What follows belongs to an exercise in optimizing a design on an open flow for small area; a production flow would make more cautious choices. At most, simulation tests tie the RTL to the original design; equivalence was not proved.

the reference run:
==> flow/design.v <==
module dpc_5x5(
	input			clk,
	input			reset_n,
	input			bayer_format,
	input	[7:0]	i_dpc_threshold,
	input	[2:0]	i_video_syn,
	input	[7:0]	i_data_r0,
	input	[7:0]	i_data_r1,
	input	[7:0]	i_data_r2,
	input	[7:0]	i_data_r3,
	input	[7:0]	i_data_r4,
	output	[2:0]	o_video_sync,
	output	[7:0]	o_data
);
reg		[11:0]	syn_v, syn_h, syn_d;
always @(posedge clk or negedge reset_n)
	if (~reset_n) begin
		syn_v <= 0;
		syn_h <= 0;
		syn_d <= 0;
	end else begin
		syn_v <= {syn_v[10:0], i_video_syn[2]};
		syn_d <= {syn_d[10:0], i_video_syn[1]};
		syn_h <= {syn_h[10:0], i_video_syn[0]};
	end
assign o_video_sync = {syn_v[11], syn_d[11], syn_h[11]};
wire	de_rise = syn_d[2] & ~syn_d[3];
wire	vs_fall = syn_v[3] & ~syn_v[2];
reg		odd_pixel;
reg		odd_line;
always @(posedge clk)
	if (de_rise)
		odd_pixel <= ~bayer_format;
	else if (syn_d[3])
		odd_pixel <= ~odd_pixel;
always @(posedge clk or negedge reset_n)
	if (~reset_n)
		odd_line <= 1'b0;
	else if (vs_fall)
		odd_line <= 1'b0;
	else if (de_rise)
		odd_line <= ~odd_line;
wire	g1 = odd_pixel ^ odd_line;		 
wire	[39:0]	s0 = {i_data_r4, i_data_r3, i_data_r2, i_data_r1, i_data_r0};
reg		[39:0]	s1, s2, s3, s4, s5, s6;
always @(posedge clk) begin
	s1 <= s0;
	s2 <= s1;
	s3 <= s2;
	s4 <= s3;
	s5 <= s4;
	s6 <= s5;
end
function [63:0] nbrs;
	input			g;
	input	[39:0]	c1, c2, c3, c4, c5;
	reg		[7:0]	n1, n2, n3, n4, n6, n7, n8, n9;
	begin
		n1 = g ? c2[8*(1) +: 8] : c1[8*(0) +: 8];
		n2 = c3[8*(0) +: 8];
		n3 = g ? c4[8*(1) +: 8] : c5[8*(0) +: 8];
		n4 = c1[8*(2) +: 8];
		n6 = c5[8*(2) +: 8];
		n7 = g ? c2[8*(3) +: 8] : c1[8*(4) +: 8];
		n8 = c3[8*(4) +: 8];
		n9 = g ? c4[8*(3) +: 8] : c5[8*(4) +: 8];
		nbrs = {n9, n8, n7, n6, n4, n3, n2, n1};
	end
endfunction
function [7:0] bitcol;
	input	[63:0]	x;
	input	integer	b;
	integer			k;
	begin
		for (k = 0; k < 8; k = k + 1)
			bitcol[k] = x[8*k + b];
	end
endfunction
function gt8;
	input	[7:0]	a;
	input	[7:0]	b;
	integer			k;
	begin
		gt8 = 1'b0;
		for (k = 0; k < 8; k = k + 1)
			gt8 = (a[k] & ~b[k]) | ((a[k] | ~b[k]) & gt8);
	end
endfunction
function [8:0] add8;
	input	[7:0]	a;
	input	[7:0]	b;
	input			ci;
	integer			k;
	reg				cy;
	begin
		cy = ci;
		for (k = 0; k < 8; k = k + 1) begin
			add8[k] = a[k] ^ b[k] ^ cy;
			cy = (a[k] & b[k]) | (a[k] & cy) | (b[k] & cy);
		end
		add8[8] = cy;
	end
endfunction
function [3:0] sort4;		 
	input	[3:0]	x;
	begin
		sort4[0] = |x;
		sort4[3] = &x;
		sort4[1] = (x[0] & x[1]) | (x[2] & x[3]) | ((x[0] | x[1]) & (x[2] | x[3]));
		sort4[2] = (x[0] & x[1] & (x[2] | x[3])) | (x[2] & x[3] & (x[0] | x[1]));
	end
endfunction
function th4;				 
	input	[7:0]	e;
	reg		[3:0]	p, q;
	begin
		p = sort4(e[3:0]);
		q = sort4(e[7:4]);
		th4 = p[3] | q[3] | (p[0] & q[2]) | (p[1] & q[1]) | (p[2] & q[0]);
	end
endfunction
function [16:0] mstep;		 
	input	[7:0]	hi;
	input	[7:0]	lo;
	input	[7:0]	x;
	reg		[7:0]	e;
	reg				m;
	begin
		e = hi | (x & ~lo);
		m = th4(e);
		mstep = {m, hi | (e & {8{~m}}), lo | (~e & {8{m}})};
	end
endfunction
function [17:0] mstep2;	 
	input	[7:0]	hi;
	input	[7:0]	lo;
	input	[7:0]	x1;
	input	[7:0]	x0;
	reg		[7:0]	e, e0, e1, hia, loa;
	reg				m, ma, mb, mn;
	begin
		e = hi | (x1 & ~lo);
		m = th4(e);
		e0 = e | (x0 & ~lo);
		e1 = hi | (x0 & e);
		ma = th4(e0);
		mb = th4(e1);
		mn = m ? mb : ma;
		hia = hi | (e & {8{~m}});
		loa = lo | (~e & {8{m}});
		e = m ? e1 : e0;
		mstep2 = {m, mn, hia | (e & {8{~mn}}), loa | (~e & {8{mn}})};
	end
endfunction
wire	[63:0]	w1 = nbrs(g1, s4, s3, s2, s1, s0);
reg		[7:0]	thr;
always @(posedge clk)
	thr <= i_dpc_threshold;
reg		[8:0]	u_c, v;
always @(posedge clk) begin
	u_c <= add8(s1[8*(2) +: 8], ~thr, 1'b1);
	v   <= add8(s1[8*(2) +: 8], thr, 1'b1);
end
reg		[7:0]	pos;		 
reg		[3:0]	neg;		 
integer	i;
always @(*) begin
	for (i = 0; i < 8; i = i + 1)
		pos[i] = u_c[8] & gt8(u_c[7:0], w1[8*i +: 8]);
	for (i = 0; i < 4; i = i + 1)
		neg[i] = ~v[8] & gt8(w1[8*(i+4) +: 8], v[7:0]);
end
wire	dec_a = &pos;
wire	dec_b = (&pos[3:0]) & (&neg);
wire	[17:0]	q1_7 = mstep2(8'h00, 8'h00, bitcol(w1, 7), bitcol(w1, 6));
reg		[7:0]	hi2, lo2;
reg		[7:6]	m2;
reg				a_2, b_2, g2;
reg		[5:0]	n1_2, n7_2;
always @(posedge clk) begin
	hi2 <= q1_7[15:8];
	lo2 <= q1_7[7:0];
	m2 <= {q1_7[17], q1_7[16]};
	a_2 <= dec_a;
	b_2 <= dec_b;
	g2 <= g1;
	n1_2 <= w1[5:0];
	n7_2 <= w1[45:40];
end
wire	[63:0]	w2x = nbrs(g2, s5, s4, s3, s2, s1);
wire	[63:0]	w2 = {w2x[63:48], 2'b0, n7_2, w2x[39:8], 2'b0, n1_2};
wire	[17:0]	q2_5 = mstep2(hi2, lo2, bitcol(w2, 5), bitcol(w2, 4));
wire	[17:0]	q2_3 = mstep2(q2_5[15:8], q2_5[7:0], bitcol(w2, 3), bitcol(w2, 2));
reg		[7:0]	hi3, lo3;
reg		[7:2]	m3;
reg				a_3, b_3, g3;
reg		[1:0]	n1_3, n7_3;
always @(posedge clk) begin
	hi3 <= q2_3[15:8];
	lo3 <= q2_3[7:0];
	m3 <= {m2, q2_5[17], q2_5[16], q2_3[17], q2_3[16]};
	a_3 <= a_2;
	b_3 <= b_2;
	g3 <= g2;
	n1_3 <= n1_2[1:0];
	n7_3 <= n7_2[1:0];
end
wire	[63:0]	w3x = nbrs(g3, s6, s5, s4, s3, s2);
wire	[63:0]	w3 = {w3x[63:48], 6'b0, n7_3, w3x[39:8], 6'b0, n1_3};
wire	[17:0]	q3_1 = mstep2(hi3, lo3, bitcol(w3, 1), bitcol(w3, 0));
wire	[7:0]	med = {m3, q3_1[17], q3_1[16]};
wire	[7:0]	c_f = s4[8*(2) +: 8];		 
wire	[7:0]	p_f = s5[8*(2) +: 8];		 
reg		[7:0]	d0, d1, d2, d3, d4, d5;
always @(posedge clk) begin
	d0 <= a_3 ? med : (b_3 ? c_f : p_f);
	d1 <= d0;
	d2 <= d1;
	d3 <= d2;
	d4 <= d3;
	d5 <= d4;
end
assign o_data = d5;
endmodule
clock: 3.5 ns
lec_check: 0
abc_area: 1
cap_margin: 20
core_margin: 2
core_utilization: 40
slew_margin: 20
run.sh (not shown) runs the stock make flow with config.mk's settings and CLKGATE_MAP_FILE= SYNTH_SCRIPT=/design/flow/synth_recipe.tcl, a recipe that flattens the netlist after the stock synthesis.
Setup changes, the reference run to the trial run
diff --git a/flow/design.v b/flow/design.v
--- a/flow/design.v
+++ b/flow/design.v
@@ -152,16 +152,14 @@
 		mstep2 = {m, mn, hia | (e & {8{~mn}}), loa | (~e & {8{mn}})};
 	end
 endfunction
 wire	[63:0]	w1 = nbrs(g1, s4, s3, s2, s1, s0);
+wire	[7:0]	c_1 = s2[8*(2) +: 8];
 reg		[7:0]	thr;
 always @(posedge clk)
 	thr <= i_dpc_threshold;
-reg		[8:0]	u_c, v;
-always @(posedge clk) begin
-	u_c <= add8(s1[8*(2) +: 8], ~thr, 1'b1);
-	v   <= add8(s1[8*(2) +: 8], thr, 1'b1);
-end
+wire	[8:0]	u_c = add8(c_1, ~thr, 1'b1);	 
+wire	[8:0]	v = add8(c_1, thr, 1'b1);		 
 reg		[7:0]	pos;		 
 reg		[3:0]	neg;		 
 integer	i;
 always @(*) begin
The layout from the trial run, despite a flow that completed every stage, fails the layout checks, with the failing checks listed as setup timing.
Looking only at longest individual stage delay on the worst path, and setting everything else aside, the lower value of the reference run and the trial run goes to the reference run.
Number of gates resized after cts: the trial run vs the reference run up 2
Compared the reference run against the trial run; cell count after placement within noise.
[the trial run] setup slack fell 0.51 ns relative to the reference run
For the trial run, only the layout was checked, not whether the RTL still works.

[re-timing with driven ports]
How much do the figures lean on ideal ports? The routed layouts below were timed once more, with nothing changed but the port constraints.
Step 1 (the two cells are an assumption about what drives the block):
set clk [get_ports {clk}]
set_driving_cell -lib_cell sky130_fd_sc_hd__clkbuf_16 $clk
set_driving_cell -lib_cell sky130_fd_sc_hd__buf_2 [delete_from_list [all_inputs] $clk]
Step 2 moves the port delays by t, midway between the first and last clock arrival at a register: inputs arrive t later, outputs are due t later. That takes back most of the time a late clock gives input paths.
a / b / c = ideal ports / drivers / drivers and shift; a / b = the first two.
| run | t (ns) | setup slack, ns | hold WS [ns] | cell pins on the clock port's net |
|---|---|---|---|---|
| the reference run | 0.561 | 0.180 / 0.180 / 0.180 | 0.246 / 0.220 / 0.323 | 1 |
| the trial run | 0.606 | -0.331 / -0.331 / -0.331 | 0.249 / 0.222 / 0.316 | 1 |
